This design comes from an exercise in tuning for small area on the open sky130 flow, not from production work. Function was checked by simulation only, so behaviour that the tests miss may differ from the original. Power and IR drop assume default switching activity.

**flow/config.mk**
```make
export PLATFORM = sky130hd
export DESIGN_NAME = Greedy_snake
export DESIGN_NICKNAME = Greedy_snake
export VERILOG_FILES = /design/flow/design.v
export SDC_FILE = /design/flow/constraint.sdc
export NUM_CORES = 4
export LEC_CHECK = 0
export ABC_AREA = 1
export CAP_MARGIN = 20
export CORE_MARGIN = 2
export CORE_UTILIZATION = 60
export CTS_BUF_LIST = sky130_fd_sc_hd__clkbuf_16
export CTS_CLUSTER_DIAMETER = 100
export CTS_CLUSTER_SIZE = 25
export SLEW_MARGIN = 20
```
**flow/constraint.sdc**
```tcl
create_clock -name core_clock -period 8.0 [get_ports {clk}]
set_input_delay 1.6000 -clock core_clock [delete_from_list [all_inputs] [get_ports {clk}]]
set_output_delay 1.6000 -clock core_clock [all_outputs]
set_load 0.01 [all_outputs]
```
**flow/design.v**
```verilog
module  debounce(
        input                   clk                     ,
        input                   rst_n                   ,
        input                   key_in                  ,
        output  wire            key_out
);
localparam  [13: 0]     DB_B    =   14'h184b;
reg                             key_r                           ;
reg     [13: 0]                 cnt                             ;
wire                            at_b    =   (cnt == DB_B);
wire    [13: 0]                 stp     =   {cnt[12:0], ~(cnt[13] ^ cnt[12])};
always  @(posedge clk or negedge rst_n)begin
    if(rst_n==1'b0)
        key_r   <=      1'b0;
    else
        key_r   <=      key_in;
end
always  @(posedge clk or negedge rst_n)begin
    if(rst_n==1'b0)
        cnt     <=      14'd1;
    else if(key_r)
        cnt     <=      14'd0;
    else if(at_b)
        cnt     <=      14'h3fff;
    else
        cnt     <=      stp;
end
assign  key_out =       at_b;
endmodule
module  snake_core(
        input                   clk                     ,
        input                   rst_n                   ,
        input                   key_left                ,
        input                   key_right               ,
        input                   key_up                  ,
        input                   key_down                ,
        input                   play                    ,
        input                   body_add_sig            ,
        input         [ 3: 0]   phase                   ,    
        input         [ 5: 0]   bx                      ,    
        input         [ 5: 0]   by                      ,
        input         [ 5: 0]   tx                      ,    
        output  reg   [ 5: 0]   head_x                  ,
        output  reg   [ 4: 0]   head_y                  ,
        output  reg             hit_body                ,
        output  reg             hit_wall                ,
        output  reg   [ 1: 0]   object
);
localparam  D_R     =   2'b00;
localparam  D_L     =   2'b01;
localparam  D_D     =   2'b10;
localparam  D_U     =   2'b11;
localparam  [14: 0]     MV_A    =   15'h393a;
localparam  [14: 0]     MV_R    =   15'h7275;
reg     [14: 0]     cnt0;
wire                end_cnt0    =   (cnt0 == MV_A);
always  @(posedge clk or negedge rst_n)begin
    if(!rst_n)
        cnt0    <=  MV_R;
    else
        cnt0    <=  {cnt0[13:0], ~(cnt0[14] ^ cnt0[13]) ^ end_cnt0};
end
reg     [ 2: 0]     direct;
always  @(posedge clk)begin
    if(key_left)
        direct  <=  {1'b1, D_L};
    else if(key_right)
        direct  <=  {1'b1, D_R};
    else if(key_up)
        direct  <=  {1'b1, D_U};
    else if(key_down)
        direct  <=  {1'b1, D_D};
    else
        direct  <=  3'b000;
end
reg     [ 2: 0]     status;
always  @(posedge clk)begin
    if(!play)
        status  <=  3'b000;
    else if(direct[2])begin
        if(!status[2])begin
            if(direct[1:0] != D_L)
                status  <=  direct;
        end
        else if(direct[1] != status[1])
            status  <=  direct;
    end
end
wire                moving  =   status[2];
wire    [ 1: 0]     sdir    =   status[1:0];
wire                step    =   play && moving && end_cnt0;
reg     [ 1: 0]     d   [15: 1];
reg     [ 3: 0]     n;               
reg     [ 3: 0]     llit;            
integer             k;
wire    [ 5: 0]     hx_p    =   head_x + 1'b1;
wire    [ 5: 0]     hx_m    =   head_x - 1'b1;
wire    [ 4: 0]     hy_p    =   head_y + 1'b1;
wire    [ 4: 0]     hy_m    =   head_y - 1'b1;
always  @(posedge clk)begin
    if(!play || !moving)begin
        head_x  <=  6'd10;
        head_y  <=  5'd5;
    end
    else if(end_cnt0)begin
        case(sdir)
            D_R:    head_x  <=  hx_p;
            D_L:    head_x  <=  hx_m;
            D_D:    head_y  <=  hy_p;
            default:head_y  <=  hy_m;
        endcase
    end
end
always  @(posedge clk)begin
    if(!play)begin
        d[1]    <=  D_R;
        d[2]    <=  D_R;
    end
    else if(step)begin
        d[1]    <=  sdir;
        d[2]    <=  d[1];
    end
end
always  @(posedge clk)begin
    if(step)
        for(k = 3; k < 16; k = k + 1)
            d[k]    <=  d[k-1];
end
always  @(posedge clk)begin
    if(!play)
        n   <=  4'd2;
    else if(step && n != 4'd15)
        n   <=  n + 1'b1;
end
always  @(posedge clk)begin
    if(!play)
        llit    <=  4'd2;
    else if(body_add_sig && llit != 4'd15)
        llit    <=  llit + 1'b1;
end
function automatic lit_k(input [3:0] kk, input [3:0] ll);
    lit_k   =   (kk <= ll);
endfunction
always  @(posedge clk)begin
    hit_wall    <=  play && moving && (
                    (sdir == D_R && head_x == 6'd39) ||
                    (sdir == D_L && head_x == 6'd0 ) ||
                    (sdir == D_D && head_y == 5'd29) ||
                    (sdir == D_U && head_y == 5'd0 ));
end
reg     [ 5: 0]     p_x;
reg     [ 4: 0]     p_y;
reg                 mvw;             
reg                 wdone;           
reg     [ 4: 0]     kacc;            
reg     [ 4: 0]     kcur;            
wire                ph15    =   (phase == 4'd15);
wire    [ 4: 0]     iota    =   {1'b0, phase} + mvw;
wire                ival    =   (iota <= {1'b0, n});
wire    [ 3: 0]     dix     =   phase + mvw + 1'b1;
reg     [ 1: 0]     dsel;
always  @(*)begin
    dsel    =   2'b00;
    for(k = 1; k < 16; k = k + 1)
        if(dix == k)
            dsel    =   d[k];
end
wire                hitwin  =   (bx[5:2] == 4'b1110) && (bx[1:0] != 2'd3);
wire    [ 1: 0]     hj      =   (bx[1:0] == 2'd0) ? d[1] : {~d[1][1], bx[1]};
wire    [ 5: 0]     t_x     =   !hitwin         ? tx    :
                                (hj == D_R)     ? hx_p  :
                                (hj == D_L)     ? hx_m  : head_x;
wire    [ 5: 0]     t_y     =   !hitwin         ? by    :
                                (hj == D_D)     ? {1'b0, hy_p} :
                                (hj == D_U)     ? {1'b0, hy_m} : {1'b0, head_y};
wire                pm      =   (p_x == t_x) && ({1'b0, p_y} == t_y);
wire                m_disp  =   !wdone && ival && pm;
function automatic [4:0] kinc(input [4:0] kv);
    kinc    =   (kv[4] && kv[3:0] != 4'd15) ? {1'b1, kv[3:0] + 4'd1} : 5'd0;
endfunction
wire    [ 4: 0]     kacc_0  =   kacc[4] ? kacc : (m_disp ? {1'b1, iota[3:0]} : 5'd0);
wire    [ 4: 0]     kacc_u  =   step ? kinc(kacc_0) : kacc_0;
function automatic [4:0] kinit(input [5:0] xx, input [5:0] yy);
    if(yy != 6'd5)
        kinit   =   5'd0;
    else if(xx == 6'd10)
        kinit   =   5'b10000;
    else if(xx == 6'd9)
        kinit   =   5'b10001;
    else if(xx == 6'd8)
        kinit   =   5'b10010;
    else
        kinit   =   5'd0;
endfunction
wire    [ 5: 0]     bx_n    =   ph15 ? tx : bx;
wire    [ 5: 0]     tx_n    =   ph15 ? tx + 1'b1 : tx;
always  @(posedge clk)begin
    if(!play)begin
        kacc    <=  kinit(tx_n, by);
        kcur    <=  kinit(bx_n, by);
        wdone   <=  1'b1;
    end
    else if(ph15)begin
        kcur    <=  kacc_u;
        kacc    <=  5'd0;
        wdone   <=  1'b0;
    end
    else begin
        kacc    <=  kacc_u;
        if(step)
            kcur    <=  kinc(kcur);
    end
end
always  @(posedge clk)begin
    mvw     <=  ph15 ? step : (mvw | step);
    p_x     <=  ph15 ? head_x : p_x + {{5{dsel == D_R}}, !dsel[1]};
    p_y     <=  ph15 ? head_y : p_y + {{4{dsel == D_D}}, dsel[1]};
end
wire                head_on =   (head_x == bx) && ({1'b0, head_y} == by);
always  @(posedge clk)begin
    if(head_on)
        object  <=  2'b01;
    else if(kcur[4] && kcur[3:0] != 4'd0 && lit_k(kcur[3:0], llit))
        object  <=  2'b10;
    else
        object  <=  2'b00;
end
reg     [ 2: 0]     kd  [ 2: 0];
reg     [ 2: 0]     kmin_hit;
wire    [ 2: 0]     kval    =   (kacc_u[4] && kacc_u[3:0] != 4'd15) ? kacc_u[3:1] + 3'd1 : 3'd0;
always  @(posedge clk)begin
    if(ph15 && hitwin)
        kd[bx[1:0]] <=  kval;
end
always  @(posedge clk)begin
    if(!play)
        kmin_hit    <=  3'd0;
    else if(step)begin
        if(n == 4'd2)
            kmin_hit    <=  (sdir == D_L) ? 3'd1 : 3'd0;
        else if(sdir == d[1])
            kmin_hit    <=  kd[0];
        else if(sdir[1] != d[1][1])
            kmin_hit    <=  sdir[0] ? kd[2] : kd[1];
        else
            kmin_hit    <=  3'd1;
    end
end
wire                hit_chain   =   (kmin_hit != 3'd0) && (kmin_hit <= llit[3:1]);
always  @(posedge clk)begin
    hit_body    <=  hit_chain;
end
endmodule
module  Greedy_snake(
        input                   clk                     ,
        input                   rst_n                   ,
        input         [ 3: 0]   KEY                     ,
        output  wire            VGA_SYNC_N              ,
        output  wire            VGA_BLANK_N             ,
        output  wire            VGA_HS                  ,
        output  wire            VGA_VS                  ,
        output  wire  [ 7: 0]   VGA_R                   ,
        output  wire  [ 7: 0]   VGA_G                   ,
        output  wire  [ 7: 0]   VGA_B                   ,
        output  wire  [15: 0]   ROM_START_ADDR          ,
        input         [ 7: 0]   ROM_START_Q             ,
        output  wire  [15: 0]   ROM_END_ADDR            ,
        input         [ 7: 0]   ROM_END_Q
);
localparam  G_START =   2'd0;
localparam  G_PLAY  =   2'd1;
localparam  G_END   =   2'd2;
wire    key_left, key_right, key_up, key_down;
debounce u_k3(.clk(clk), .rst_n(rst_n), .key_in(KEY[3]), .key_out(key_left ));
debounce u_k2(.clk(clk), .rst_n(rst_n), .key_in(KEY[2]), .key_out(key_right));
debounce u_k1(.clk(clk), .rst_n(rst_n), .key_in(KEY[1]), .key_out(key_up   ));
debounce u_k0(.clk(clk), .rst_n(rst_n), .key_in(KEY[0]), .key_out(key_down ));
reg     [ 9: 0]     px;
reg     [ 9: 0]     py;
wire                px_eol  =   (px == 10'd880);
always  @(posedge clk or negedge rst_n)begin
    if(!rst_n)
        px  <=  10'd881;
    else if(px == 10'd639)
        px  <=  10'd864;
    else
        px  <=  px + 1'b1;
end
always  @(posedge clk or negedge rst_n)begin
    if(!rst_n)
        py  <=  10'd490;
    else if(px_eol)begin
        if(py == 10'd524)
            py  <=  10'd0;
        else
            py  <=  py + 1'b1;
    end
end
wire    x_vis   =   ~(px[9] & px[8]);
wire    y_vis   =   (py < 10'd480);
wire    valid   =   x_vis & y_vis;
wire    [5:0]   bx  =   px[9:4];
wire    [5:0]   by  =   py[9:4];
wire    wall    =   (bx == 6'd0) || (bx == 6'd39) || (by == 6'd0) || (by == 6'd29);
wire    corner  =   (px[3:1] == 3'd0) && ((py[3:0] == 4'd0) || (py[3:0] == 4'd15));
wire    hs_d    =   ~((px >= 10'd881) && (px <= 10'd976));
wire    vs_d    =   ~((py == 10'd490) || (py == 10'd491));
wire    rd_en   =   (px >= 10'd220) && (px < 10'd420) && (py >= 10'd140) && (py < 10'd340);
reg     [15: 0]     rom_addr;
always  @(posedge clk or negedge rst_n)begin
    if(!rst_n)
        rom_addr    <=  16'd0;
    else if(rd_en)begin
        if(rom_addr == 16'd39999)
            rom_addr    <=  16'd0;
        else
            rom_addr    <=  rom_addr + 1'b1;
    end
end
assign  ROM_START_ADDR  =   rom_addr;
assign  ROM_END_ADDR    =   rom_addr;
reg     [ 1: 0]     gstat;
reg     [ 1: 0]     gstat_n;
wire                hit_wall, hit_body;
always  @(*)begin
    case(gstat)
        G_START:    gstat_n = (key_right | key_up | key_down) ? G_PLAY : G_START;
        G_PLAY:     gstat_n = (hit_body | hit_wall) ? G_END : G_PLAY;
        G_END:      gstat_n = (key_left | key_right | key_up | key_down) ? G_START : G_END;
        default:    gstat_n = G_START;
    endcase
end
always  @(posedge clk or negedge rst_n)begin
    if(!rst_n)
        gstat   <=  G_START;
    else
        gstat   <=  gstat_n;
end
wire    play    =   (gstat == G_PLAY);
reg     [ 4: 0]     cx_hi;           
reg     [ 2: 0]     cy_hi;           
wire    [ 1: 0]     t_lo    =   px[1:0] - 2'd1;
wire    [ 5: 0]     cx      =   {cx_hi, t_lo[0]};
wire    [ 4: 0]     cy      =   {cy_hi, t_lo};
localparam  [11: 0]     AP_A    =   12'hdb6;
localparam  [11: 0]     AP_R    =   12'hb6c;
reg     [11: 0]     ca;
wire                end_ca  =   (ca == AP_A);
reg     [ 5: 0]     apple_x;
reg     [ 4: 0]     apple_y;
reg                 body_add_sig;
wire    [ 5: 0]     head_x;
wire    [ 4: 0]     head_y;
wire                eat     =   end_ca && (apple_x == head_x) && (apple_y == head_y);
always  @(posedge clk or negedge rst_n)begin
    if(!rst_n)begin
        cx_hi   <=  5'd0;
        cy_hi   <=  3'd0;
        ca  <=  AP_R;
    end
    else begin
        if(t_lo[0])
            cx_hi   <=  (cx_hi == 5'd18) ? 5'd0 : cx_hi + 1'b1;
        if(t_lo == 2'd3)
            cy_hi   <=  (cy_hi == 3'd6) ? 3'd0 : cy_hi + 1'b1;
        ca  <=  {ca[10:0], ~(ca[11] ^ ca[10] ^ ca[9] ^ ca[3]) ^ end_ca};
    end
end
always  @(posedge clk)begin
    body_add_sig    <=  eat;
end
always  @(posedge clk or negedge rst_n)begin
    if(!rst_n)begin
        apple_x         <=  6'd10;
        apple_y         <=  5'd13;
    end
    else begin
        if(eat)begin
            apple_x     <=  cx;
            apple_y     <=  cy;
        end
    end
end
wire    [ 1: 0]     object;
snake_core  u_snake(
        .clk            (clk            ),
        .rst_n          (rst_n          ),
        .key_left       (key_left       ),
        .key_right      (key_right      ),
        .key_up         (key_up         ),
        .key_down       (key_down       ),
        .play           (play           ),
        .body_add_sig   (body_add_sig   ),
        .phase          (px[3:0]        ),
        .bx             (bx             ),
        .tx             (bx + 6'd1      ),
        .by             (by             ),
        .head_x         (head_x         ),
        .head_y         (head_y         ),
        .hit_body       (hit_body       ),
        .hit_wall       (hit_wall       ),
        .object         (object         )
);
wire    apple_on    =   (bx == apple_x) && (by == {1'b0,apple_y});
wire    snake_on    =   (object != 2'b00) && !corner;
wire    c_r         =   valid & (wall | apple_on);
wire    c_g         =   valid & !wall & (apple_on | snake_on);
wire    c_b         =   valid & !wall & !apple_on & snake_on & (object == 2'b10);
reg     [ 7: 0]     mid;
reg     [ 7: 0]     outq;
reg                 out_play;
reg                 hs_q, vs_q;
wire    [ 7: 0]     rom_q   =   (gstat_n == G_END) ? ROM_END_Q : ROM_START_Q;
always  @(posedge clk or negedge rst_n)begin
    if(!rst_n)begin
        mid         <=  8'd0;
        outq        <=  8'd0;
        out_play    <=  1'b0;
        hs_q        <=  1'b0;
        vs_q        <=  1'b0;
    end
    else begin
        if(gstat_n == G_PLAY)
            mid     <=  {c_r, c_r, c_r, c_g, c_g, c_g, c_b, c_b};
        else if(rd_en)
            mid     <=  rom_q;
        else
            mid     <=  8'd0;
        outq        <=  mid;
        out_play    <=  play;
        hs_q        <=  hs_d;
        vs_q        <=  vs_d;
    end
end
assign  VGA_R       =   {outq[7:5], {5{outq[7] & out_play}}};
assign  VGA_G       =   {outq[4:2], {5{outq[4] & out_play}}};
assign  VGA_B       =   {outq[1:0], {6{outq[1] & out_play}}};
assign  VGA_HS      =   hs_q;
assign  VGA_VS      =   vs_q;
assign  VGA_BLANK_N =   hs_q & vs_q;
assign  VGA_SYNC_N  =   1'b0;
endmodule
```
**flow/flow/run.sh**
```bash
#!/bin/bash
# Own layout flow: the standard flow, with two changes.
#  1. After the standard synthesis, the gates between the flip-flops are
#     mapped again by ABC with an area script (flow/resynth.tcl); the
#     flip-flops keep their instances, names and cell types.
#  2. Port buffers use the smallest buffer cell (buf_1).
# Each tool's output goes to a log file of its own in the work folder.
set -euo pipefail
W=$PWD
R=$W/orfs/results/$FLOW_PLATFORM/Greedy_snake/base
LIB=$FLOW_HOME/platforms/$FLOW_PLATFORM/lib/sky130_fd_sc_hd__tt_025C_1v80.lib
YOSYS=$(command -v yosys || echo "$FLOW_HOME/../tools/install/yosys/bin/yosys")

bash standard.sh synth > $W/log_1_standard_synth.log 2>&1
cp $R/1_2_yosys.v $W/standard_1_2_yosys.v

RS_LIB=$LIB RS_IN=$W/standard_1_2_yosys.v RS_OUT=$W/resynth.v \
RS_ABC=$W/flow/area.abc RS_TOP=$FLOW_TOP \
  "$YOSYS" -c $W/flow/resynth.tcl > $W/log_2_resynth.log 2>&1

cp $W/resynth.v $R/1_2_yosys.v
rm -f $R/1_synth.odb $R/1_synth.sdc
bash standard.sh "BUFFER_PORTS_ARGS=-buffer_cell sky130_fd_sc_hd__buf_1" finish \
  > $W/log_3_standard_finish.log 2>&1
```
**flow/flow/area.abc**
```
strash
&get -n
&fraig -x
&put
scorr
dc2
strash
dch -f
amap
```
**flow/flow/resynth.tcl**
```tcl
# Re-map the combinational logic of the standard synthesis netlist for area.
# Every flip-flop stays as it is: same instance, name and cell type; only the
# gates between them are mapped again, by ABC with an area-oriented script.
yosys -import
set lib    $::env(RS_LIB)
set in     $::env(RS_IN)
set out    $::env(RS_OUT)
set script $::env(RS_ABC)
read_liberty -ignore_miss_func $lib
# sequential and tie cells stay opaque instances
foreach m [list sky130_fd_sc_hd__df* sky130_fd_sc_hd__edf* sky130_fd_sc_hd__sdf* \
             sky130_fd_sc_hd__sedf* sky130_fd_sc_hd__dl* sky130_fd_sc_hd__sdl* \
             sky130_fd_sc_hd__conb_1] {
  catch { blackbox $m }
}
read_verilog -overwrite $in
hierarchy -top $::env(RS_TOP)
flatten
opt -purge
set dont {}
foreach p {sky130_fd_sc_hd__lpflow_* sky130_fd_sc_hd__probe* sky130_fd_sc_hd__bleeder*} {
  lappend dont -dont_use $p
}
abc -liberty $lib {*}$dont -script $script
opt_clean -purge
hilomap -singleton -hicell sky130_fd_sc_hd__conb_1 HI -locell sky130_fd_sc_hd__conb_1 LO
opt_clean -purge
tee -o $out.stat stat -liberty $lib
write_verilog -noattr -noexpr -nohex -nodec $out
```
**flow/standard.sh**
```bash
#!/bin/bash
# synth_recipe.tcl (not shown) runs the flow's synth.tcl, then flattens the netlist and writes it again
# the make line also repeats each setting of config.mk as NAME=value (left out here)
make -C /OpenROAD-flow-scripts/flow DESIGN_CONFIG=/design/flow/config.mk WORK_HOME=/design/flow/orfs CLKGATE_MAP_FILE= SYNTH_SCRIPT=/design/flow/synth_recipe.tcl "${@:-finish}"
```
==> impl_table.tex, run 1 <==
\begin{tabular}{lr}
\hline
Metric & Value \\
\hline
\multicolumn{2}{l}{\textbf{Clock network}} \\
\quad CTS buffer count & 14 \\
\quad Depth of the CTS H-tree & 1 \\
\quad Longest Clk Path Bufs & 3 \\
\quad Number of setup buffers added after CTS & 0 \\
\quad CTS tree & built \\
\quad Insertion delay to the later sink of the worst-skew pair & 0.51 ns \\
\quad CTS Root Cell & sky130\_fd\_sc\_hd\_\_clkbuf\_16 \\
\quad Total of cells resized after clock tree synthesis & 0 \\
\quad Clock transition at path regs & 0.10 ns \\
\quad Number of sinks driven by the clock tree & 258 \\
\quad Hold bufs inserted after CTS & 0 \\
\multicolumn{2}{l}{\textbf{Critical path}} \\
\quad Arrival @ worst endpoint & 5.81 ns \\
\quad Req. time, crit path & 8.26 ns \\
\quad Crit. End Element & flop \\
\quad Crit-path max FO & 19 \\
\quad Startpoint types & flop \\
\quad Setup CP Type & reg2reg \\
\multicolumn{2}{l}{\textbf{Synth}} \\
\quad Cell count after synthesis & 1,256 \\
\quad Net Count, Synth & 1,278 \\
\quad Mean instance size in the synthesized netlist & 9.20 um\^{}2 \\
\quad Synthesized area & 11,600 um\^{}2 \\
\quad Count of yosys warnings during synthesis & 4 \\
\multicolumn{2}{l}{\textbf{Power}} \\
\quad Maximum resistive drop on vdd & 0.271 mV \\
\quad Pwr Density & 169 nW/um\^{}2 \\
\quad Leakage power & 4.72 nW \\
\multicolumn{2}{l}{\textbf{Global route}} \\
\quad Pin count of the biggest net entering global routing & 66 \\
\quad Met1 routing resource usage after global routing & 39.6\% \\
\quad Number of global-route vias before repair & 9,119 \\
\quad GRT met3 Usage & 4.80\% \\
\quad Global routing usage summed across all routing layers & 29.1\% \\
\quad Global-route layer with the greatest usage & met2 \\
\quad Global-route wire length before repair & 46.7 mm \\
\quad Number of antenna violations at the first check in global routing & 1 \\
\quad Congestion Overflow GR & 0 \\
\quad Fraction of met2 tracks used by global routing & 47.8\% \\
\multicolumn{2}{l}{\textbf{Cells and area}} \\
\quad Fin nets & 1,384 \\
\quad Fillcell total & 1,503 \\
\quad Post-layout instance count excluding filler cells & 1,604 \\
\quad Share of layout cells above drive strength 1 & 4.89\% \\
\quad Diode insertion count for antenna repair & 0 \\
\quad Post-route cell area & 12,700 um\^{}2 \\
\quad Layout area overhead & 9.60\% \\
\multicolumn{2}{l}{\textbf{Timing}} \\
\quad Pins over their slew limit & 0 \\
\quad Actual slew at the worst max-slew pin & 1.11 ns \\
\quad Min Tclk post-route & 5.55 ns \\
\quad Worst Clk Skew & 0.0380 ns \\
\quad Setup tns final & 0 ns \\
\quad Fraction of the cycle the final worst path needs & 69.4\% \\
\quad Max Clock Freq & 180 MHz \\
\quad Final hold violation count & 0 \\
\quad Setup violation total in the final timing report & 0 \\
\quad RSZ-0062 raised after global routing & false \\
\quad Worst slack on hold paths & 0.356 ns \\
\quad Max-Slew Margin vs Limit & 26.2\% \\
\multicolumn{2}{l}{\textbf{Place}} \\
\quad Placed Instance Area & 12,200 um\^{}2 \\
\quad Placed Instances & 1,580 \\
\quad Final weighted congestion in routability-driven placement & 1.08 \\
\quad Estimated wirelength of the detail-placed design & 21.7 mm \\
\quad Count of buffers inserted at the top-level ports & 80 \\
\multicolumn{2}{l}{\textbf{Detailed routing}} \\
\quad Via total after detailed routing & 9,768 \\
\quad Routed wirelength normalized by instance count & 18.3 um \\
\quad Number of vias per cell after detailed routing & 6.09 \\
\quad Number of detailed-routing iterations run before antenna repair & 8 \\
\quad Sum of routed wire length over all layers & 29.4 mm \\
\quad \# DRC & 0 \\
\quad Remaining number of nets flagged by the antenna check after routing & 0 \\
\quad Iteration-0 DRC Markers & 854 \\
\multicolumn{2}{l}{\textbf{Run status}} \\
\quad Outcome & no timing/DRC/antenna violations \\
\multicolumn{2}{l}{\textbf{Run}} \\
\quad Max-cap violations & 0 \\
\multicolumn{2}{l}{\textbf{Floorplan}} \\
\quad Ports placed on the boundary & 82 \\
\quad Die width & 143 um \\
\quad Initial cell density of the core & 61.5\% \\
\quad Placeable Area & 18,800 um\^{}2 \\
\quad DIE HEIGHT & 143 um \\
\quad Row cnt & 50 \\
\quad Die area & 20,400 um\^{}2 \\
\multicolumn{2}{l}{\textbf{Worst hold path}} \\
\quad Class of the tightest hold or removal check & reg2reg \\
\hline
\end{tabular}
## cells in the final DEF, fill, tap and decap left out, drive strengths merged, types with 4 or more instances in the layout
cell and n:
o21bai 4, o21ai 77, nor3 38, a222oi 4, nor2 225, o221ai 11, nand2 77, a211oi 15
buf 89, a311oi 4, or3 5, o221a 4, inv 9, o22a 4, o22ai 65, nand4 22
dfstp 37, a31o 8, o21a 6, dfrtp 126, o31ai 4, a2111oi 4, clkbuf 16, a22oi 7
a31oi 11, or2 25, a21oi 58, nand3 17, a221oi 14, o211ai 5, nor2b 20, o32a 4
clkinv 185, dfxtp 55, o32ai 12, or4 10, nor4 17, edfxtp 40
## worst max-delay path, cell delays in order, from the launching register on
cell,delay [ns]
sky130_fd_sc_hd__dfstp_2,0.65
sky130_fd_sc_hd__clkinv_1,0.18
sky130_fd_sc_hd__nor2_1,0.18
sky130_fd_sc_hd__clkinv_1,0.13
sky130_fd_sc_hd__nor2_1,0.19
sky130_fd_sc_hd__clkinv_1,0.13
sky130_fd_sc_hd__nor2_2,0.52
sky130_fd_sc_hd__buf_4,0.30
sky130_fd_sc_hd__a22oi_1,0.14
sky130_fd_sc_hd__nor2_1,0.11
sky130_fd_sc_hd__a211oi_1,0.05
sky130_fd_sc_hd__a2111o_1,0.31
sky130_fd_sc_hd__a211oi_1,0.20
sky130_fd_sc_hd__o2111ai_1,0.15
sky130_fd_sc_hd__or4_1,0.42
sky130_fd_sc_hd__a2111oi_0,0.34
sky130_fd_sc_hd__buf_4,0.22
sky130_fd_sc_hd__nor2_1,0.05
sky130_fd_sc_hd__nor3_1,0.27
sky130_fd_sc_hd__nand2_1,0.16
sky130_fd_sc_hd__o22ai_1,0.26
sky130_fd_sc_hd__nor2_1,0.07
sky130_fd_sc_hd__o21ai_0,0.17
sky130_fd_sc_hd__o41ai_1,0.09
## flip-flops by register name, indices dropped and copies added, names as in the netlist, 12 cells and up
signal	cells
u_k3.cnt	14
u_k2.cnt	14
u_k1.cnt	14
rom_addr	16
u_k0.cnt	14
ca	12
u_snake.d	30
u_snake.cnt0	15
## power breakdown
part / internal, W / total, W / switching (W) / leakage [nW]
Combinational: 0.00000655 / 0.0000269 / 0.0000204 / 1.57
Clock: 0.000349 / 0.000772 / 0.000423 / 0.237
Sequential: 0.00133 / 0.00134 / 0.00000589 / 2.91
Total: 0.00169 / 0.00213 / 0.000449 / 4.72
## layer usage
layer	vias up	share of wire, %	routed length [um]
met5	-	0.044	13
met4	2	4.2	1240
met3	97	7.2	2120
met2	363	46	13500
met1	4583	42	12500
li1	4723	-	-
## cell type report
class,instances,area [um^2],area share [%]
sequential,258,6430,50.8
multi-input combinational,813,4440,35.1
clock buffer,15,375,2.97
tap,234,293,2.31
clock inverter,9,50.0,0.395
timing repair buffer,90,379,2.99
inverter,185,694,5.49
## final timing paths
path                                  start                         end  slack, ns  cells past startpoint
min in group asynchronous             rst_n       u_k1.cnt[8]$_DFF_PN0_       1.14                      1
min                        mid[7]$_DFF_PN0_           outq[7]$_DFF_PN0_       0.36                      0
max in group asynchronous             rst_n  u_snake.cnt0[11]$_DFF_PN0_       5.63                      2
min reg2reg                mid[7]$_DFF_PN0_           outq[7]$_DFF_PN0_       0.36                      0
max reg2reg                 px[0]$_DFF_PN1_   u_snake.kcur[4]$_DFFE_PP_       2.45                     23
max                         px[0]$_DFF_PN1_   u_snake.kcur[4]$_DFFE_PP_       2.45                     23
## metrics by stage
stage	util (%)	worst slack, ns	power [W]
after floorplan	-	2.52	0.00137
after global placement	65.2	2.73	0.00139
after detailed placement	65.2	2.56	0.00139
after CTS	67.5	2.50	0.00215
after global routing	67.5	1.82	0.00220
final	67.5	2.45	0.00213
==> inputs of run 2 (changes only) <==
--- a/flow/design.v
+++ b/flow/design.v
@@ -7,7 +7,8 @@
 localparam  [13: 0]     DB_B    =   14'h184b;
 reg                             key_r                           ;
 reg     [13: 0]                 cnt                             ;
-wire                            at_b    =   (cnt == DB_B);
+localparam  [13: 0]     DB_M    =   14'h1feb;
+wire                            at_b    =   ((cnt & DB_M) == (DB_B & DB_M));
 wire    [13: 0]                 stp     =   {cnt[12:0], ~(cnt[13] ^ cnt[12])};
 always  @(posedge clk or negedge rst_n)begin
     if(rst_n==1'b0)
@@ -53,7 +54,8 @@
 localparam  [14: 0]     MV_A    =   15'h393a;
 localparam  [14: 0]     MV_R    =   15'h7275;
 reg     [14: 0]     cnt0;
-wire                end_cnt0    =   (cnt0 == MV_A);
+localparam  [14: 0]     MV_M    =   15'h7dfb;
+wire                end_cnt0    =   ((cnt0 & MV_M) == (MV_A & MV_M));
 always  @(posedge clk or negedge rst_n)begin
     if(!rst_n)
         cnt0    <=  MV_R;
@@ -311,7 +313,7 @@
     if(!rst_n)
         rom_addr    <=  16'd0;
     else if(rd_en)begin
-        if(rom_addr == 16'd39999)
+        if(&(rom_addr | ~16'd39999))
             rom_addr    <=  16'd0;
         else
             rom_addr    <=  rom_addr + 1'b1;
@@ -345,7 +347,8 @@
 localparam  [11: 0]     AP_A    =   12'hdb6;
 localparam  [11: 0]     AP_R    =   12'hb6c;
 reg     [11: 0]     ca;
-wire                end_ca  =   (ca == AP_A);
+localparam  [11: 0]     AP_M    =   12'hbfd;
+wire                end_ca  =   ((ca & AP_M) == (AP_A & AP_M));
 reg     [ 5: 0]     apple_x;
 reg     [ 4: 0]     apple_y;
 reg                 body_add_sig;
==> flow/flow/area.abc (replaced) <==
strash
&get -n
&fraig -x
&put
scorr
dc2
strash
&get -n
&dch -f
&nf -R 1000
&put
==> run 2 against run 1 <==
Register-to-register slack gained 0.37 ns; via count shrank 10%; critical path depth shrank 7; die area shrank 1.3%; global-route usage shrank 3.1 points; cell area shrank 1.4%; synthesized cell count shrank 11%; clock skew shrank 0.018 ns; critical path type unchanged; highest routed layer is now met4.
==> impl_table.tex, run 2 <==
\begin{tabular}{lr}
\hline
Metric & Value \\
\hline
\multicolumn{2}{l}{\textbf{Clock network}} \\
\quad Number of sinks driven by the clock tree & 258 \\
\quad Depth of the CTS H-tree & 1 \\
\quad Clock transition at path regs & 0.10 ns \\
\quad CTS tree & built \\
\quad Total of cells resized after clock tree synthesis & 0 \\
\quad Number of setup buffers added after CTS & 0 \\
\quad CTS buffer count & 14 \\
\quad Hold bufs inserted after CTS & 0 \\
\quad Longest Clk Path Bufs & 3 \\
\quad CTS Root Cell & sky130\_fd\_sc\_hd\_\_clkbuf\_16 \\
\quad Insertion delay to the later sink of the worst-skew pair & 0.49 ns \\
\multicolumn{2}{l}{\textbf{Cells and area}} \\
\quad Fillcell total & 1,464 \\
\quad Most common cell after layout, fill and taps aside & sky130\_fd\_sc\_hd\_\_nor2\_1 \\
\quad Footprint of the multi-input gates & 4840 um\^{}2 \\
\quad Register ranked first by flip-flop count & u\_snake.d \\
\quad Share of layout cells above drive strength 1 & 5.07\% \\
\quad Layout area overhead & 9.55\% \\
\quad Fin nets & 1,238 \\
\quad Commonest non-fill, non-tap cells in the layout & 140 x sky130\_fd\_sc\_hd\_\_nor2\_1, 126 x sky130\_fd\_sc\_hd\_\_dfrtp\_1, 95 x sky130\_fd\_sc\_hd\_\_nand2\_1 \\
\quad Fin util & 67.0\% \\
\quad Register cell area after layout & 6430 um\^{}2 \\
\quad Diode insertion count for antenna repair & 0 \\
\quad Post-layout instance count excluding filler cells & 1,458 \\
\quad Top Registers & u\_snake.d: 30 flops, rom\_addr: 16 flops, u\_snake.cnt0: 15 flops \\
\quad Post-route cell area & 12,500 um\^{}2 \\
\quad Flip-flop count of the largest register after layout & 30 \\
\multicolumn{2}{l}{\textbf{Global route}} \\
\quad Pin count of the biggest net entering global routing & 83 \\
\quad Global routing usage summed across all routing layers & 26.0\% \\
\quad Number of antenna violations at the first check in global routing & 0 \\
\quad Number of global-route vias before repair & 8,122 \\
\quad Congestion Overflow GR & 0 \\
\quad Global-route wire length before repair & 42.1 mm \\
\multicolumn{2}{l}{\textbf{Critical path}} \\
\quad Most common cell type on the critical path & sky130\_fd\_sc\_hd\_\_nor2\_1 \\
\quad Startpoint types & flop \\
\quad Crit-path max FO & 19 \\
\quad Crit. End Element & flop \\
\quad Critical path's slowest cell & sky130\_fd\_sc\_hd\_\_dfstp\_2 \\
\quad Critical Path, Cell by Cell & nor2\_1, xor2\_1, nor2\_1, a222oi\_1, o21ai\_0, xor2\_1, a2111oi\_0, nand4\_1, nor4\_1, nor2\_1, or3\_1, nor3\_1, or2\_0, nor2\_1, o21ai\_0, nand2\_1 \\
\quad Req. time, crit path & 8.25 ns \\
\quad Longest individual stage delay on the worst path & 0.76 ns \\
\quad Arrival @ worst endpoint & 5.43 ns \\
\quad Setup CP Type & reg2reg \\
\multicolumn{2}{l}{\textbf{Timing}} \\
\quad RSZ-0062 raised after global routing & false \\
\quad Actual slew at the worst max-slew pin & 0.987 ns \\
\quad Max-Slew Margin vs Limit & 32.5\% \\
\quad Max Clock Freq & 193 MHz \\
\quad Min Tclk post-route & 5.18 ns \\
\quad Fraction of the cycle the final worst path needs & 64.7\% \\
\quad Pins over their slew limit & 0 \\
\quad Setup tns final & 0 ns \\
\quad Final hold violation count & 0 \\
\quad Worst slack on hold paths & 0.354 ns \\
\quad Setup violation total in the final timing report & 0 \\
\quad Worst Clk Skew & 0.0201 ns \\
\multicolumn{2}{l}{\textbf{Power}} \\
\quad Leakage power & 5.02 nW \\
\quad Pwr Density & 170 nW/um\^{}2 \\
\quad Share of power burned in combinational logic & 1.2\% \\
\quad Maximum resistive drop on vdd & 0.192 mV \\
\quad NetSw & 0.000441 W \\
\quad Internal Dissipation & 0.00168 W \\
\quad Part of the total power dissipated in the clock network & 35.9\% \\
\quad Fraction of power consumed by sequential logic & 62.9\% \\
\quad Switching portion of total power & 20.7\% \\
\multicolumn{2}{l}{\textbf{Worst hold path}} \\
\quad Class of the tightest hold or removal check & reg2reg \\
\multicolumn{2}{l}{\textbf{Synth}} \\
\quad Cell count after synthesis & 1,114 \\
\quad Synthesized area & 11,400 um\^{}2 \\
\quad Mean instance size in the synthesized netlist & 10.2 um\^{}2 \\
\quad Count of yosys warnings during synthesis & 4 \\
\quad Net Count, Synth & 1,136 \\
\multicolumn{2}{l}{\textbf{Place}} \\
\quad Placed Instances & 1,434 \\
\quad Placed Instance Area & 12,000 um\^{}2 \\
\quad Count of buffers inserted at the top-level ports & 80 \\
\quad Estimated wirelength of the detail-placed design & 18.2 mm \\
\quad Final weighted congestion in routability-driven placement & 0.933 \\
\multicolumn{2}{l}{\textbf{Floorplan}} \\
\quad Placeable Area & 18,600 um\^{}2 \\
\quad DIE HEIGHT & 142 um \\
\quad Initial cell density of the core & 61.1\% \\
\quad Row cnt & 50 \\
\quad Ports placed on the boundary & 82 \\
\quad Die area & 20,100 um\^{}2 \\
\quad Die width & 142 um \\
\multicolumn{2}{l}{\textbf{Detailed routing}} \\
\quad Number of detailed-routing iterations run before antenna repair & 6 \\
\quad Sum of routed wire length over all layers & 26.0 mm \\
\quad \# DRC & 0 \\
\quad Via total after detailed routing & 8,776 \\
\quad Routed wirelength normalized by instance count & 17.8 um \\
\quad Number of vias per cell after detailed routing & 6.02 \\
\quad Iteration-0 DRC Markers & 736 \\
\quad Remaining number of nets flagged by the antenna check after routing & 0 \\
\multicolumn{2}{l}{\textbf{Run status}} \\
\quad Outcome & no timing/DRC/antenna violations \\
\multicolumn{2}{l}{\textbf{Run}} \\
\quad Max-cap violations & 0 \\
\hline
\end{tabular}
-- run 2: changes by cell type in the layout (fill, tap and decap cells not counted), sizes merged, moves of 22 or more --
cell,before,now
or2,25,3
nor2,225,140
a21oi,58,87
o21ai,77,52
clkinv,185,39
xnor2,3,54
xor2,0,46
o22ai,65,16
-- run 2: through the flow --
stage | setup WS (ns) | total power, W
floorplan | 2.23 | 0.00137
global placement | 3.27 | 0.00139
detailed placement | 3.15 | 0.00139
CTS | 3.00 | 0.00215
global route | 2.36 | 0.00220
finish | 2.82 | 0.00213
-- run 2: worst max-delay path, delay by kind of cell, from the launching register on --
| kind | cells | cell delay [ns] |
|---|---|---|
| compound gates | 4 | 1.05 |
| xor+xnor | 2 | 0.78 |
| flops | 1 | 0.76 |
| simple gates | 10 | 2.32 |
-- run 2: layer usage --
| layer | vias to the layer above | part of all wire (%) | GRT usage [%] |
|---|---|---|---|
| li1 | 4235 | - | - |
| met1 | 4194 | 47 | 39.0 |
| met2 | 295 | 45 | 40.5 |
| met3 | 52 | 5.7 | 3.51 |
| met4 | 0 | 2.5 | 6.84 |
| met5 | - | 0 | 0 |
-- run 2: final cells by class --
class / count / share of cell area [%]
Clock buffer: 15 / 3.01
Clock inverter: 9 / 0.401
Inverter: 39 / 1.17
Multi-Input combinational cell: 817 / 38.8
Sequential cell: 258 / 51.5
Tap cell: 234 / 2.35
Timing Repair Buffer: 86 / 2.83
-- run 2: final timing paths --
kind	startpoint	end	slack, ns	cells after the start
setup / recovery	px[5]$_DFF_PN1_	u_snake.kcur[4]$_DFFE_PP_	2.82	16
hold / removal	mid[7]$_DFF_PN0_	outq[7]$_DFF_PN0_	0.35	0
setup reg to reg	px[5]$_DFF_PN1_	u_snake.kcur[4]$_DFFE_PP_	2.82	16
hold reg to reg	mid[7]$_DFF_PN0_	outq[7]$_DFF_PN0_	0.35	0
max in group asynchronous	rst_n	u_k3.key_r$_DFF_PN0_	5.93	2
min in group asynchronous	rst_n	px[3]$_DFF_PN0_	0.94	1
-- run 2: power groups by stage --
stage          registers [W]  clock network (W)   logic [W]
3_5_place_dp         0.00136                  0   0.0000265
3_3_place_gp         0.00136                  0   0.0000261
4_1_cts              0.00134           0.000787   0.0000266
2_1_floorplan        0.00136                  0  0.00000449
6_report             0.00134           0.000764   0.0000254
5_1_grt              0.00134           0.000831   0.0000306
==> inputs of run 3 (changes only) <==
==> flow/flow/area.abc (replaced) <==
strash
&get -n
&fraig -x
&put
scorr
dc2
strash
dch -f
amap
==> run 3 against run 2 <==
First-iteration DRC count decreased by 5.2%; combinational power about the same; flip-flop and latch count is the same; non-clock buffer count grew 4; clock skew up 0.014 ns; critical path type unchanged; global-route usage up 2.7 points; worst setup slack worse by 0.42 ns.
==> impl_table.tex, run 3 <==
\begin{tabular}{lr}
\hline
Metric & Value \\
\hline
\multicolumn{2}{l}{\textbf{Power}} \\
\quad Maximum resistive drop on vdd & 0.204 mV \\
\quad Pwr Density & 171 nW/um\^{}2 \\
\quad Overall Power & 0.00213 W \\
\quad Leakage power & 4.72 nW \\
\multicolumn{2}{l}{\textbf{Critical path}} \\
\quad CP endpoint & u\_snake.kd[0][2]\$\_DFFE\_PP\_ \\
\quad Arrival @ worst endpoint & 5.83 ns \\
\quad Crit. End Element & flop \\
\quad Setup CP Type & reg2reg \\
\quad Register-to-register setup slack & 2.40 ns \\
\quad Worst Reg2Reg Path Length in Cells & 18 \\
\quad Critical R2R Capture & u\_snake.kd[0][2]\$\_DFFE\_PP\_ \\
\quad Worst setup path startpoint & px[5]\$\_DFF\_PN1\_ \\
\quad Startpoint types & flop \\
\quad Launch instance of the worst register-to-register path & px[5]\$\_DFF\_PN1\_ \\
\quad Crit-path max FO & 14 \\
\quad Req. time, crit path & 8.23 ns \\
\multicolumn{2}{l}{\textbf{Global route}} \\
\quad Pin count of the biggest net entering global routing & 71 \\
\quad Global-route wire length before repair & 46.1 mm \\
\quad Global routing usage summed across all routing layers & 28.7\% \\
\quad Congestion Overflow GR & 0 \\
\quad Number of antenna violations at the first check in global routing & 1 \\
\quad Number of global-route vias before repair & 9,022 \\
\multicolumn{2}{l}{\textbf{Cells and area}} \\
\quad Register ranked first by flip-flop count & u\_snake.d \\
\quad Most common cell after layout, fill and taps aside & sky130\_fd\_sc\_hd\_\_nor2\_1 \\
\quad Diode insertion count for antenna repair & 0 \\
\quad Flip-flop count of the largest register after layout & 30 \\
\quad Layout area overhead & 9.73\% \\
\quad Share of layout cells above drive strength 1 & 4.87\% \\
\quad Fin nets & 1,368 \\
\quad Top Registers & u\_snake.d: 30 flops, rom\_addr: 16 flops, u\_snake.cnt0: 15 flops \\
\quad Fin util & 66.9\% \\
\quad Commonest non-fill, non-tap cells in the layout & 257 x sky130\_fd\_sc\_hd\_\_nor2\_1, 157 x sky130\_fd\_sc\_hd\_\_clkinv\_1, 126 x sky130\_fd\_sc\_hd\_\_dfrtp\_1 \\
\quad Post-layout instance count excluding filler cells & 1,588 \\
\multicolumn{2}{l}{\textbf{Detailed routing}} \\
\quad Number of detailed-routing iterations run before antenna repair & 5 \\
\quad Sum of routed wire length over all layers & 28.5 mm \\
\quad Iteration-0 DRC Markers & 698 \\
\quad Remaining number of nets flagged by the antenna check after routing & 0 \\
\quad Via total after detailed routing & 9,573 \\
\quad Routed wirelength normalized by instance count & 17.9 um \\
\quad \# DRC & 0 \\
\quad Number of vias per cell after detailed routing & 6.03 \\
\multicolumn{2}{l}{\textbf{Place}} \\
\quad Final weighted congestion in routability-driven placement & 0.986 \\
\quad Placed Instances & 1,564 \\
\quad Count of buffers inserted at the top-level ports & 80 \\
\quad Pre-CTS setup slack & 2.60 ns \\
\quad Estimated wirelength of the detail-placed design & 21.2 mm \\
\multicolumn{2}{l}{\textbf{Floorplan}} \\
\quad Ports placed on the boundary & 82 \\
\quad Die area & 20,100 um\^{}2 \\
\quad Placeable Area & 18,700 um\^{}2 \\
\quad Initial cell density of the core & 61.0\% \\
\quad DIE HEIGHT & 142 um \\
\quad Die width & 142 um \\
\quad Row cnt & 50 \\
\multicolumn{2}{l}{\textbf{Synth}} \\
\quad Mean instance size in the synthesized netlist & 9.20 um\^{}2 \\
\quad Cell count after synthesis & 1,240 \\
\quad Synthesized area & 11,400 um\^{}2 \\
\quad Net Count, Synth & 1,262 \\
\quad Count of yosys warnings during synthesis & 4 \\
\multicolumn{2}{l}{\textbf{Clock network}} \\
\quad Depth of the CTS H-tree & 1 \\
\quad Number of sinks driven by the clock tree & 258 \\
\quad Total of cells resized after clock tree synthesis & 0 \\
\quad CTS tree & built \\
\quad Hold bufs inserted after CTS & 0 \\
\quad CTS buffer count & 14 \\
\quad CTS Root Cell & sky130\_fd\_sc\_hd\_\_clkbuf\_16 \\
\quad Longest Clk Path Bufs & 3 \\
\quad Clock transition at path regs & 0.10 ns \\
\quad Insertion delay to the later sink of the worst-skew pair & 0.49 ns \\
\quad Number of setup buffers added after CTS & 0 \\
\multicolumn{2}{l}{\textbf{Timing}} \\
\quad Setup tns final & 0 ns \\
\quad Actual slew at the worst max-slew pin & 1.03 ns \\
\quad Setup violation total in the final timing report & 0 \\
\quad Pins over their slew limit & 0 \\
\quad Fraction of the cycle the final worst path needs & 70.0\% \\
\quad RSZ-0062 raised after global routing & false \\
\quad Max-Slew Margin vs Limit & 31.0\% \\
\quad Final Worst Setup Slack & 2.40 ns \\
\quad Worst Clk Skew & 0.0345 ns \\
\quad Final hold violation count & 0 \\
\quad Max Clock Freq & 178 MHz \\
\quad Min Tclk post-route & 5.60 ns \\
\multicolumn{2}{l}{\textbf{Worst hold path}} \\
\quad Class of the tightest hold or removal check & reg2reg \\
\multicolumn{2}{l}{\textbf{Run}} \\
\quad Max-cap violations & 0 \\
\multicolumn{2}{l}{\textbf{Run status}} \\
\quad Outcome & no timing/DRC/antenna violations \\
\hline
\end{tabular}
-- run 3: worst max-delay path, cell delays in order, from the launching register on --
cell and delay, ns:
sky130_fd_sc_hd__dfstp_2 0.43, sky130_fd_sc_hd__nor2_1 0.26, sky130_fd_sc_hd__clkinv_1 0.21, sky130_fd_sc_hd__o22ai_1 0.79, sky130_fd_sc_hd__clkinv_1 0.53, sky130_fd_sc_hd__nor2_1 0.30, sky130_fd_sc_hd__clkinv_1 0.15, sky130_fd_sc_hd__nor2_1 0.14
sky130_fd_sc_hd__a211oi_1 0.06, sky130_fd_sc_hd__o21ai_0 0.22, sky130_fd_sc_hd__nor2_1 0.06, sky130_fd_sc_hd__a2111oi_0 0.40, sky130_fd_sc_hd__nand4_1 0.15, sky130_fd_sc_hd__nor3_1 0.54, sky130_fd_sc_hd__nor2_1 0.13, sky130_fd_sc_hd__a211oi_1 0.40
sky130_fd_sc_hd__clkinv_1 0.21, sky130_fd_sc_hd__nor2_1 0.20, sky130_fd_sc_hd__o21ai_0 0.16
-- run 3: metrics by stage --
step	instance area, um^2	hold slack (ns)
floorplan	11400	0.331
global placement	12100	0.334
detailed placement	12100	0.336
CTS	12500	0.343
global route	12500	0.355
finish	12500	0.334
-- run 3: metal layers --
metal,GRT usage (%),vias to the layer above,wire (um)
li1,-,4636,-
met4,9.79,0,871
met3,4.59,70,2190
met5,0,-,0
met1,39.4,4498,12200
met2,47.0,369,13200
-- run 3: cell type report --
type	count	area, um^2
repair buffers	90	379
flip-flops and latches	258	6430
well taps	234	293
clock buffers	15	375
clock inverters	9	50.0
multi-input cells	825	4400
inverters	157	589
fillers	1541	6190
-- run 3: power breakdown --
| part | internal, W | switching [W] |
|---|---|---|
| clock | 0.000349 | 0.000425 |
| combinational | 0.00000589 | 0.0000194 |
| sequential | 0.00133 | 0.00000538 |
-- run 3: how the worst min path moves through the flow --
| stage | end | cells after the start | from | slack, ns |
|---|---|---|---|---|
| after floorplan | outq[0]$_DFF_PN0_ | 0 | mid[0]$_DFF_PN0_ | 0.33 |
| after global placement | outq[1]$_DFF_PN0_ | 0 | mid[1]$_DFF_PN0_ | 0.33 |
| after detailed placement | outq[4]$_DFF_PN0_ | 0 | mid[4]$_DFF_PN0_ | 0.34 |
| after CTS | outq[1]$_DFF_PN0_ | 0 | mid[1]$_DFF_PN0_ | 0.34 |
| after global routing | outq[1]$_DFF_PN0_ | 0 | mid[1]$_DFF_PN0_ | 0.36 |
| final | outq[1]$_DFF_PN0_ | 0 | mid[1]$_DFF_PN0_ | 0.33 |

-- separate check: timing with driven ports --
Ports are ideal in the flow. The routed layouts listed here were re-timed in OpenROAD.
Step 1 sets driving cells, clkbuf_16 on the clock port and buf_2 on the other inputs (assumed; they add their load-dependent delay and slew).
Step 2 also shifts input and output timing later by t, the mid clock arrival at the registers, as if the neighbouring blocks saw the same clock.
Three values: no drivers, after step 1, after step 2; two values: the first two.
run	shift t [ns]	slack for setup (ns)	clock arrival spread, ns	worst slew at a driven data input, ns
run 1	0.540	2.448 / 2.448 / 2.448	0.039 / 0.039	0.03
run 2	0.527	2.822 / 2.822 / 2.822	0.022 / 0.022	0.04
run 3	0.524	2.397 / 2.397 / 2.397	0.042 / 0.041	0.04
After both steps setup and hold are still met in every run listed.
